This is an optimization exercise on Yosys and OpenROAD, whose aim is small area and a short achievable clock period, not a production implementation. Function was checked by simulation only, so behaviour that the tests miss may differ from the original. No driver is modelled on the clock port, so clock power and skew are understated where the tree is cut down; a real chip needs a root buffer or a tree. Power figures rest on the tool's default switching activity, not on a simulated workload.

Setup of rev 12:
// cnn_top_with_pool
module cnn_top_with_pool #
(
    parameter DATA_W = 8,
    parameter FRAC   = 4,
    parameter IMG_W  = 32
)
(
    input  wire                     clk,
    input  wire                     rst,
    input  wire                     in_valid,
    input  wire signed [DATA_W-1:0] pixel_in,
    output reg                      out_valid,
    output reg signed [DATA_W-1:0]  out_data
);
    integer i;
    function gt;
        input [7:0] a, b;
        reg   [7:0] ua, ub, g0, e0;
        reg   [3:0] g1, e1;
        reg   [1:0] g2, e2;
        integer j;
        begin
            ua = {~a[7], a[6:0]};
            ub = {~b[7], b[6:0]};
            g0 = ua & ~ub;
            e0 = ~(ua ^ ub);
            for (j = 0; j < 4; j = j + 1) begin
                g1[j] = g0[2*j+1] | (e0[2*j+1] & g0[2*j]);
                e1[j] = e0[2*j+1] & e0[2*j];
            end
            for (j = 0; j < 2; j = j + 1) begin
                g2[j] = g1[2*j+1] | (e1[2*j+1] & g1[2*j]);
                e2[j] = e1[2*j+1] & e1[2*j];
            end
            gt = g2[1] | (e2[1] & g2[0]);
        end
    endfunction
    reg  [4:0] col;           
  ...
==> module cnn_top_with_pool, before the edit <==
module cnn_top_with_pool #
(
    parameter DATA_W = 8,
    parameter FRAC   = 4,
    parameter IMG_W  = 32
)
(
    input  wire                     clk,
    input  wire                     rst,
    input  wire                     in_valid,
    input  wire signed [DATA_W-1:0] pixel_in,
    output reg                      out_valid,
    output reg signed [DATA_W-1:0]  out_data
);
    integer i;
    function gt;
        input [7:0] a, b;
        reg   [7:0] ua, ub, g0, e0;
        reg   [3:0] g1, e1;
        reg   [1:0] g2, e2;
        integer j;
        begin
            ua = {~a[7], a[6:0]};
            ub = {~b[7], b[6:0]};
            g0 = ua & ~ub;
            e0 = ~(ua ^ ub);
            for (j = 0; j < 4; j = j + 1) begin
                g1[j] = g0[2*j+1] | (e0[2*j+1] & g0[2*j]);
                e1[j] = e0[2*j+1] & e0[2*j];
            end
            for (j = 0; j < 2; j = j + 1) begin
                g2[j] = g1[2*j+1] | (e1[2*j+1] & g1[2*j]);
                e2[j] = e1[2*j+1] & e1[2*j];
            end
            gt = g2[1] | (e2[1] & g2[0]);
        end
    endfunction
    reg  [4:0] col;           
    reg        row1;          
    reg  [7:0] p0;
    reg        v0;            
    reg        fe0;           
    reg        m0;            
    always @(posedge clk) begin
        p0 <= pixel_in;
        if (rst) begin
            col  <= 5'd0;
            row1 <= 1'b0;
            v0   <= 1'b0;
            fe0  <= 1'b0;
        end else begin
            v0  <= in_valid;
            fe0 <= in_valid & (|col[4:1]);
            if (in_valid) begin
                col <= col + 5'd1;
                if (&col) row1 <= 1'b1;
            end
        end
        m0 <= row1;
    end
    reg  [7:0] x1, x2;        
    reg  [4:0] yl1;           
    reg  [3:0] yh1;           
    reg  [4:0] al1;           
    reg  [3:0] ah1;           
    reg        fe1, m1;
    always @(posedge clk) begin
        if (v0) begin
            x1 <= p0;
            x2 <= x1;
        end
        yl1 <= {1'b0, p0[3:0]} + {1'b0, x1[3:0]};
        yh1 <= p0[7:4] + x1[7:4];
        al1 <= {1'b0, x1[1:0], 2'b00} - {1'b0, x2[3:0]};
        ah1 <= x1[5:2] - x2[7:4];
        m1  <= m0;
        if (rst) fe1 <= 1'b0;
        else     fe1 <= fe0;
    end
    reg  [7:0] yl [0:29];     
    reg  [4:0] cl2;           
    reg  [3:0] ch2;           
    reg        fe2;
    wire [7:0] y1   = {yh1 + {3'b000, yl1[4]}, yl1[3:0]};
    wire [7:0] yold = yl[29] & {8{m1}};
    always @(posedge clk) begin
        if (fe1) begin
            yl[0] <= y1;
            for (i = 1; i < 30; i = i + 1)
                yl[i] <= yl[i-1];
        end
        cl2 <= {1'b0, al1[3:0]} - {1'b0, yold[3:0]};
        ch2 <= ah1 - yold[7:4] - {3'b000, al1[4]};
        if (rst) fe2 <= 1'b0;
        else     fe2 <= fe1;
    end
    reg  [3:0] bl3;           
    reg  [1:0] bc3;           
    reg  [3:0] bh3;           
    reg        fe3;
    wire [3:0] chm  = ch2 - 4'd1;
    wire [3:0] hs0  = ch2 + {ch2[3], ch2[3:1]};
    wire [3:0] hs1  = chm + {chm[3], chm[3:1]};
    wire       c4   = ch2[0] ^ cl2[4];
    wire [5:0] blo  = {2'b00, cl2[3:0]} + {2'b00, c4, cl2[3:1]} + 6'd4;
    always @(posedge clk) begin
        bl3 <= blo[3:0];
        bc3 <= blo[5:4];
        bh3 <= cl2[4] ? hs1 : hs0;
        if (rst) fe3 <= 1'b0;
        else     fe3 <= fe2;
    end
    reg  [7:0] b4;
    reg        fe4;
    always @(posedge clk) begin
        b4 <= {bh3 + {2'b00, bc3}, bl3};
        if (rst) fe4 <= 1'b0;
        else     fe4 <= fe3;
    end
    reg  [4:0] d;             
    reg        any;           
    reg        row2;          
    reg        push;          
    reg        res;           
    reg  signed [7:0] fl [0:30];     
    reg  signed [7:0] f1;            
    reg  signed [7:0] a5, b5, f5;    
    reg        v5;
    wire signed [7:0] f4 = b4[7] ? {b4[7], b4[7], b4[7:2]} : b4;
    always @(posedge clk) begin
        if (rst) begin
            d    <= 5'd31;
            any  <= 1'b0;
            row2 <= 1'b0;
            push <= 1'b1;
            res  <= 1'b0;
        end else if (fe4) begin
            d    <= d + 5'd1;
            any  <= 1'b1;
            if (any && (&d)) row2 <= 1'b1;
            push <= ~(&d);
            res  <= ~(&d) & (row2 | (any & (&d)));
        end
        if (fe4 && push) begin
            fl[0] <= f4;
            for (i = 1; i < 31; i = i + 1)
                fl[i] <= fl[i-1];
        end
        if (fe4)
            f1 <= f4;
        a5 <= f1;
        b5 <= fl[30];
        f5 <= f4;
        if (rst) v5 <= 1'b0;
        else     v5 <= fe4 & res;
    end
    reg  signed [7:0] g6, f6;
    reg        v6;
    always @(posedge clk) begin
        g6 <= gt(a5, b5) ? a5 : b5;
        f6 <= f5;
        if (rst) v6 <= 1'b0;
        else     v6 <= v5;
    end
    always @(posedge clk) begin
        out_data <= gt(f6, g6) ? f6 : g6;
        if (rst) out_valid <= 1'b0;
        else     out_valid <= v6;
    end
endmodule
Settings: LEC_CHECK=0, ABC_CLOCK_PERIOD_IN_PS=1600, CAP_MARGIN=20, CORE_MARGIN=2, CORE_UTILIZATION=60, CTS_CLUSTER_DIAMETER=60, CTS_CLUSTER_SIZE=30, SETUP_SLACK_MARGIN=2.4, SLEW_MARGIN=20; clock period 4.0 ns.
run.sh (not shown) runs the stock make flow with config.mk's settings and CLKGATE_MAP_FILE= SYNTH_SCRIPT=/design/flow/synth_recipe.tcl, a recipe that flattens the netlist after the stock synthesis.
Having completed the whole flow, rev 12 delivered a layout that passed the timing, DRC and antenna checks.
What rev 13 does differently from rev 12 at the input level:
-- flow/design.v --
<<< rev 12, line 390
    reg  signed [7:0] fl [0:30];     
    reg  signed [7:0] f1;            
    reg  signed [7:0] a5, b5, f5;    
    reg        v5;
    wire signed [7:0] f4 = b4[7] ? {b4[7], b4[7], b4[7:2]} : b4;
>>> rev 13, line 390
    reg  signed [7:0] fl [0:30];     
    reg  signed [7:0] f1;            
    reg  signed [7:0] g5;            
    reg  signed [7:0] f5;
    reg        v5;
    wire signed [7:0] f4 = b4[7] ? {b4[7], b4[7], b4[7:2]} : b4;
<<< rev 12, line 414
        if (fe4)
            f1 <= f4;
        a5 <= f1;
        b5 <= fl[30];
        f5 <= f4;
        if (rst) v5 <= 1'b0;
        else     v5 <= fe4 & res;
    end
    reg  signed [7:0] g6, f6;
    reg        v6;
    always @(posedge clk) begin
        g6 <= gt(a5, b5) ? a5 : b5;
        f6 <= f5;
        if (rst) v6 <= 1'b0;
        else     v6 <= v5;
    end
    always @(posedge clk) begin
        out_data <= gt(f6, g6) ? f6 : g6;
        if (rst) out_valid <= 1'b0;
        else     out_valid <= v6;
    end
endmodule
>>> rev 13, line 415
        if (fe4)
            f1 <= f4;
        g5 <= gt(f1, fl[30]) ? f1 : fl[30];
        f5 <= f4;
        if (rst) v5 <= 1'b0;
        else     v5 <= fe4 & res;
    end
    always @(posedge clk) begin
        out_data <= gt(f5, g5) ? f5 : g5;
        if (rst) out_valid <= 1'b0;
        else     out_valid <= v5;
    end
endmodule
==> comparison <==
Per the comparison of rev 13 with rev 12, maximum number of pins on one net before global-route repair has increased; worst-margin pin slew has decreased; worst hold slack has increased.
Per the comparison of rev 13 with rev 12, wire length of the first global-routing pass now sits lower; area taken by flip-flops and latches now sits lower; slack of the critical path now sits lower.
Number of instances in the synthesized netlist on rev 13 is down relative to rev 12.
Measured against each other, rev 13 and rev 12 differ in combinational share of power, the higher figure coming from rev 13.
Number of antenna violations at the first check in global routing of rev 12 is on par with rev 13.
Post-detailed-routing wire length: rev 12 vs rev 13 — no meaningful difference
The clock-buffer cell count in rev 13 is 1.08 times that in rev 12.
In the flow results for rev 13 and rev 12, the share of cell area taken by flip-flops and latches is smaller on rev 13.
Rev 13 vs. rev 12: final instance count without filler cells has decreased; total number of sequential cells has decreased.


## the baseline
Another version of the RTL of cnn_top_with_pool (not shown whole).
Size in the first run: ~600 flip-flops, ~20 I/O pins, roughly 19000 sq um of cells after synthesis.
==> module cnn_s2_logic, before the edit <==
module cnn_s2_logic (
    input  wire [4:0] yl1,
    input  wire [3:0] yh1,
    input  wire [4:0] al1,
    input  wire [3:0] ah1,
    input  wire [7:0] yold,
    output wire [7:0] y,
    output wire [4:0] cl,
    output wire [3:0] ch
);
    assign y  = {yh1 + {3'b000, yl1[4]}, yl1[3:0]};
    assign cl = {1'b0, al1[3:0]} - {1'b0, yold[3:0]};
    assign ch = ah1 - yold[7:4] - {3'b000, al1[4]};
endmodule
==> module cnn_top_with_pool, before the edit <==
module cnn_top_with_pool #
(
    parameter DATA_W = 8,
    parameter FRAC   = 4,
    parameter IMG_W  = 32
)
(
    input  wire                     clk,
    input  wire                     rst,
    input  wire                     in_valid,
    input  wire signed [DATA_W-1:0] pixel_in,
    output reg                      out_valid,
    output reg signed [DATA_W-1:0]  out_data
);
    integer i;
    reg  [4:0] col;           
    reg        row1;          
    reg  [7:0] x1, x2;        
    reg  [4:0] yl1;           
    reg  [3:0] yh1;           
    reg  [4:0] al1;           
    reg  [3:0] ah1;           
    reg        fe1;           
    reg        m1;            
    wire [4:0] yl_n, al_n;
    wire [3:0] yh_n, ah_n;
    cnn_s1_logic s1 (.px(pixel_in), .x1(x1), .x2(x2),
                     .yl(yl_n), .yh(yh_n), .al(al_n), .ah(ah_n));
    always @(posedge clk) begin
        if (rst) begin
            col  <= 5'd0;
            row1 <= 1'b0;
            fe1  <= 1'b0;
        end else begin
            fe1 <= in_valid & (|col[4:1]);
            if (in_valid) begin
                col <= col + 5'd1;
                if (&col) row1 <= 1'b1;
            end
        end
        m1 <= row1;
        if (in_valid && !rst) begin
            x1 <= pixel_in;
            x2 <= x1;
        end
        yl1 <= yl_n;
        yh1 <= yh_n;
        al1 <= al_n;
        ah1 <= ah_n;
    end
    reg  [7:0] yl [0:29];     
    reg  [4:0] cl2;           
    reg  [3:0] ch2;           
    reg        fe2;
    wire [7:0] y1;
    wire [4:0] cl_n;
    wire [3:0] ch_n;
    cnn_s2_logic s2 (.yl1(yl1), .yh1(yh1), .al1(al1), .ah1(ah1),
                     .yold(yl[29] & {8{m1}}), .y(y1), .cl(cl_n), .ch(ch_n));
    always @(posedge clk) begin
        if (fe1) begin
            yl[0] <= y1;
            for (i = 1; i < 30; i = i + 1)
                yl[i] <= yl[i-1];
        end
        cl2 <= cl_n;
        ch2 <= ch_n;
        if (rst) fe2 <= 1'b0;
        else     fe2 <= fe1;
    end
    reg  [3:0] bl3;           
    reg  [1:0] bc3;           
    reg  [3:0] bh3;           
    reg        fe3;
    wire [3:0] bl_n, bh_n;
    wire [1:0] bc_n;
    cnn_s3_logic s3 (.cl2(cl2), .ch2(ch2), .bl(bl_n), .bc(bc_n), .bh(bh_n));
    always @(posedge clk) begin
        bl3 <= bl_n;
        bc3 <= bc_n;
        bh3 <= bh_n;
        if (rst) fe3 <= 1'b0;
        else     fe3 <= fe2;
    end
    reg  signed [7:0] f4;
    reg        fe4;
    wire [7:0] f_n;
    cnn_s4_logic s4 (.bl3(bl3), .bc3(bc3), .bh3(bh3), .f(f_n));
    always @(posedge clk) begin
        f4 <= f_n;
        if (rst) fe4 <= 1'b0;
        else     fe4 <= fe3;
    end
    reg  signed [7:0] fl [0:31];     
    reg  signed [7:0] f5;
    reg        c29, c30;      
    reg        cr5;           
    reg        sl5;           
    reg        fe5;
    wire       c29_n, c30_n, c31_n, cf_n;
    wire       merge = sl5 ? c29 : c30;     
    cnn_gt8 g29 (.a(f4), .b(fl[29]), .gt(c29_n));
    cnn_gt8 g30 (.a(f4), .b(fl[30]), .gt(c30_n));
    cnn_gt8 g31 (.a(f4), .b(fl[31]), .gt(c31_n));
    cnn_gt8 gf5 (.a(f4), .b(f5),     .gt(cf_n));
    always @(posedge clk) begin
        f5  <= f4;
        c29 <= c29_n;
        c30 <= c30_n;
        cr5 <= fe5 ? (merge ? cf_n : c30_n) : c31_n;
        if (rst) begin
            fe5 <= 1'b0;
            sl5 <= 1'b0;
        end else begin
            fe5 <= fe4;
            sl5 <= fe5;
        end
    end
    reg  [4:0] d;             
    reg        any;           
    reg        row2;          
    reg        res;           
    always @(posedge clk) begin
        if (rst) begin
            d    <= 5'd31;
            any  <= 1'b0;
            row2 <= 1'b0;
            res  <= 1'b0;
        end else if (fe5) begin
            d    <= d + 5'd1;
            any  <= 1'b1;
            if (any && (&d)) row2 <= 1'b1;
            res  <= ~(&d) & (row2 | (any & (&d)));
        end
        if (fe5) begin
            fl[0] <= f5;
            for (i = 1; i < 31; i = i + 1)
                fl[i] <= fl[i-1];
            fl[31] <= merge ? f5 : fl[30];
        end
        out_data <= cr5 ? f5 : fl[31];
        if (rst) out_valid <= 1'b0;
        else     out_valid <= fe5 & res;
    end
endmodule
clock: 4.0 ns
lec_check: 0
abc_clock_period_in_ps: 1600
cap_margin: 20
core_margin: 2
core_utilization: 60
setup_slack_margin: 2.3
slew_margin: 20
synth_hierarchical: 1
standard.sh (not shown) runs the stock make flow with config.mk's settings and CLKGATE_MAP_FILE= SYNTH_SCRIPT=/design/flow/synth_recipe.tcl, a recipe that flattens the netlist after the stock synthesis.
==> flow/flow/run.sh <==
#!/bin/bash
# The standard layout (standard.sh), with two changes:
#  - synthesis leaves the adders to ABC instead of mapping them onto the
#    library's half- and full-adder cells (ADDER_MAP_FILE empty);
#  - clock tree synthesis adds no dummy loads, and flow/cts_hook.tcl then
#    drives TritonCTS's leaf buffers straight from three root buffers on the
#    clock port, removing the H-tree buffers in between.
# make's output goes to standard_make.log; each ORFS step logs under orfs/logs.
set -euo pipefail
here=$(pwd)
bash standard.sh ADDER_MAP_FILE= \
  "CTS_ARGS=-sink_clustering_enable -repair_clock_nets -dont_use_dummy_load -sink_clustering_size 30 -sink_clustering_max_diameter 60" \
  "PRE_CTS_TCL=$here/flow/cts_hook.tcl" \
  finish > standard_make.log 2>&1
Other scripts of this flow, unchanged in this note and not shown: flow/flow/cts_hook.tcl
### the baseline -> the candidate
-- flow/design.v --
<<< the baseline, line 276
    assign ah = x1[5:2] - x2[7:4];
endmodule
module cnn_s2_logic (
    input  wire [4:0] yl1,
    input  wire [3:0] yh1,
    input  wire [4:0] al1,
    input  wire [3:0] ah1,
    input  wire [7:0] yold,
    output wire [7:0] y,
    output wire [4:0] cl,
    output wire [3:0] ch
);
    assign y  = {yh1 + {3'b000, yl1[4]}, yl1[3:0]};
    assign cl = {1'b0, al1[3:0]} - {1'b0, yold[3:0]};
    assign ch = ah1 - yold[7:4] - {3'b000, al1[4]};
endmodule
module cnn_s3_logic (
>>> the candidate, line 276
    assign ah = x1[5:2] - x2[7:4];
endmodule
module cnn_s2_y (
    input  wire [4:0] yl1,
    input  wire [3:0] yh1,
    output wire [7:0] y
);
    assign y = {yh1 + {3'b000, yl1[4]}, yl1[3:0]};
endmodule
module cnn_s2_cl (
    input  wire [3:0] al,
    input  wire [3:0] yold,
    output wire [4:0] cl
);
    assign cl = {1'b0, al} - {1'b0, yold};
endmodule
module cnn_s2_ch (
    input  wire [3:0] ah,
    input  wire [3:0] yold,
    input  wire       ab,
    output wire [3:0] ch
);
    assign ch = ah - yold - {3'b000, ab};
endmodule
module cnn_s3_logic (
<<< the baseline, line 345
);
    integer i;
    reg  [4:0] col;           
    reg        row1;          
>>> the candidate, line 353
);
    integer i;
    reg  [7:0] p0;
    reg        v0;            
    always @(posedge clk) begin
        p0 <= pixel_in;
        if (rst) v0 <= 1'b0;
        else     v0 <= in_valid;
    end
    reg  [4:0] col;           
    reg        row1;          
<<< the baseline, line 353
    reg  [3:0] ah1;           
    reg        fe1;           
    reg        m1;            
    wire [4:0] yl_n, al_n;
    wire [3:0] yh_n, ah_n;
    cnn_s1_logic s1 (.px(pixel_in), .x1(x1), .x2(x2),
                     .yl(yl_n), .yh(yh_n), .al(al_n), .ah(ah_n));
    always @(posedge clk) begin
>>> the candidate, line 368
    reg  [3:0] ah1;           
    reg        fe1;           
    reg        mw1;           
    wire [4:0] yl_n, al_n;
    wire [3:0] yh_n, ah_n;
    cnn_s1_logic s1 (.px(p0), .x1(x1), .x2(x2),
                     .yl(yl_n), .yh(yh_n), .al(al_n), .ah(ah_n));
    always @(posedge clk) begin
<<< the baseline, line 364
            fe1  <= 1'b0;
        end else begin
            fe1 <= in_valid & (|col[4:1]);
            if (in_valid) begin
                col <= col + 5'd1;
                if (&col) row1 <= 1'b1;
            end
        end
        m1 <= row1;
        if (in_valid && !rst) begin
            x1 <= pixel_in;
            x2 <= x1;
        end
>>> the candidate, line 379
            fe1  <= 1'b0;
        end else begin
            fe1 <= v0 & (|col[4:1]);
            if (v0) begin
                col <= col + 5'd1;
                if (&col) row1 <= 1'b1;
            end
        end
        mw1 <= row1 | (&col);
        if (v0) begin
            x1 <= p0;
            x2 <= x1;
        end
<<< the baseline, line 387
    wire [4:0] cl_n;
    wire [3:0] ch_n;
    cnn_s2_logic s2 (.yl1(yl1), .yh1(yh1), .al1(al1), .ah1(ah1),
                     .yold(yl[29] & {8{m1}}), .y(y1), .cl(cl_n), .ch(ch_n));
    always @(posedge clk) begin
        if (fe1) begin
            yl[0] <= y1;
            for (i = 1; i < 30; i = i + 1)
                yl[i] <= yl[i-1];
        end
        cl2 <= cl_n;
        ch2 <= ch_n;
>>> the candidate, line 402
    wire [4:0] cl_n;
    wire [3:0] ch_n;
    cnn_s2_y  s2y (.yl1(yl1), .yh1(yh1), .y(y1));
    cnn_s2_cl s2l (.al(al1[3:0]), .yold(yl[29][3:0]), .cl(cl_n));
    cnn_s2_ch s2h (.ah(ah1), .yold(yl[29][7:4]), .ab(al1[4]), .ch(ch_n));
    always @(posedge clk) begin
        if (fe1) begin
            yl[0] <= y1;
            for (i = 1; i < 29; i = i + 1)
                yl[i] <= yl[i-1];
        end
        if (rst)      yl[29] <= 8'd0;
        else if (fe1) yl[29] <= yl[28] & {8{mw1}};
        cl2 <= cl_n;
        ch2 <= ch_n;
[summary]
Looking at post-route clock period utilization, the candidate sits below the baseline. There was hardly any difference in sequential power between the baseline and the candidate. On internal power contribution, the candidate tracks the baseline almost exactly. Total power delta (the candidate -> the baseline): insignificant. The higher largest fanout on the critical path of the baseline and the candidate is in the baseline. Delta (the candidate minus the baseline): highest achievable clock rate saw an increase; fraction of area in registers saw a decrease; multi-input combinational cell area saw an increase.

## port drivers added, routing unchanged
In the flow no input, the clock included, has a driving cell. The finished layouts below were timed again as built, in two steps. Step 1 assumes that a clkbuf_16 drives the clock port and a buf_2 every other input. Step 2 also shifts input and output timing later by t, the mid clock arrival at the registers, as if the neighbouring blocks saw the same clock. Three values: ideal, step 1, step 2; two values: the first two.
run | t, ns | setup slack, ns | worst data-port slew with drivers (ns)
rev 12 | 0.577 | 2.222 / 2.172 / 2.006 | 0.03
rev 13 | 0.572 | 2.133 / 2.133 / 2.007 | 0.03
the baseline | 0.460 | 2.315 / 2.300 / 1.915 | 0.03
the candidate | 0.470 | 2.359 / 2.281 / 2.195 | 0.04
After both steps setup and hold are still met in every run listed. The setup slack of the baseline, which loses most, moves by -0.015 ns with the drivers and by -0.400 ns with both steps.
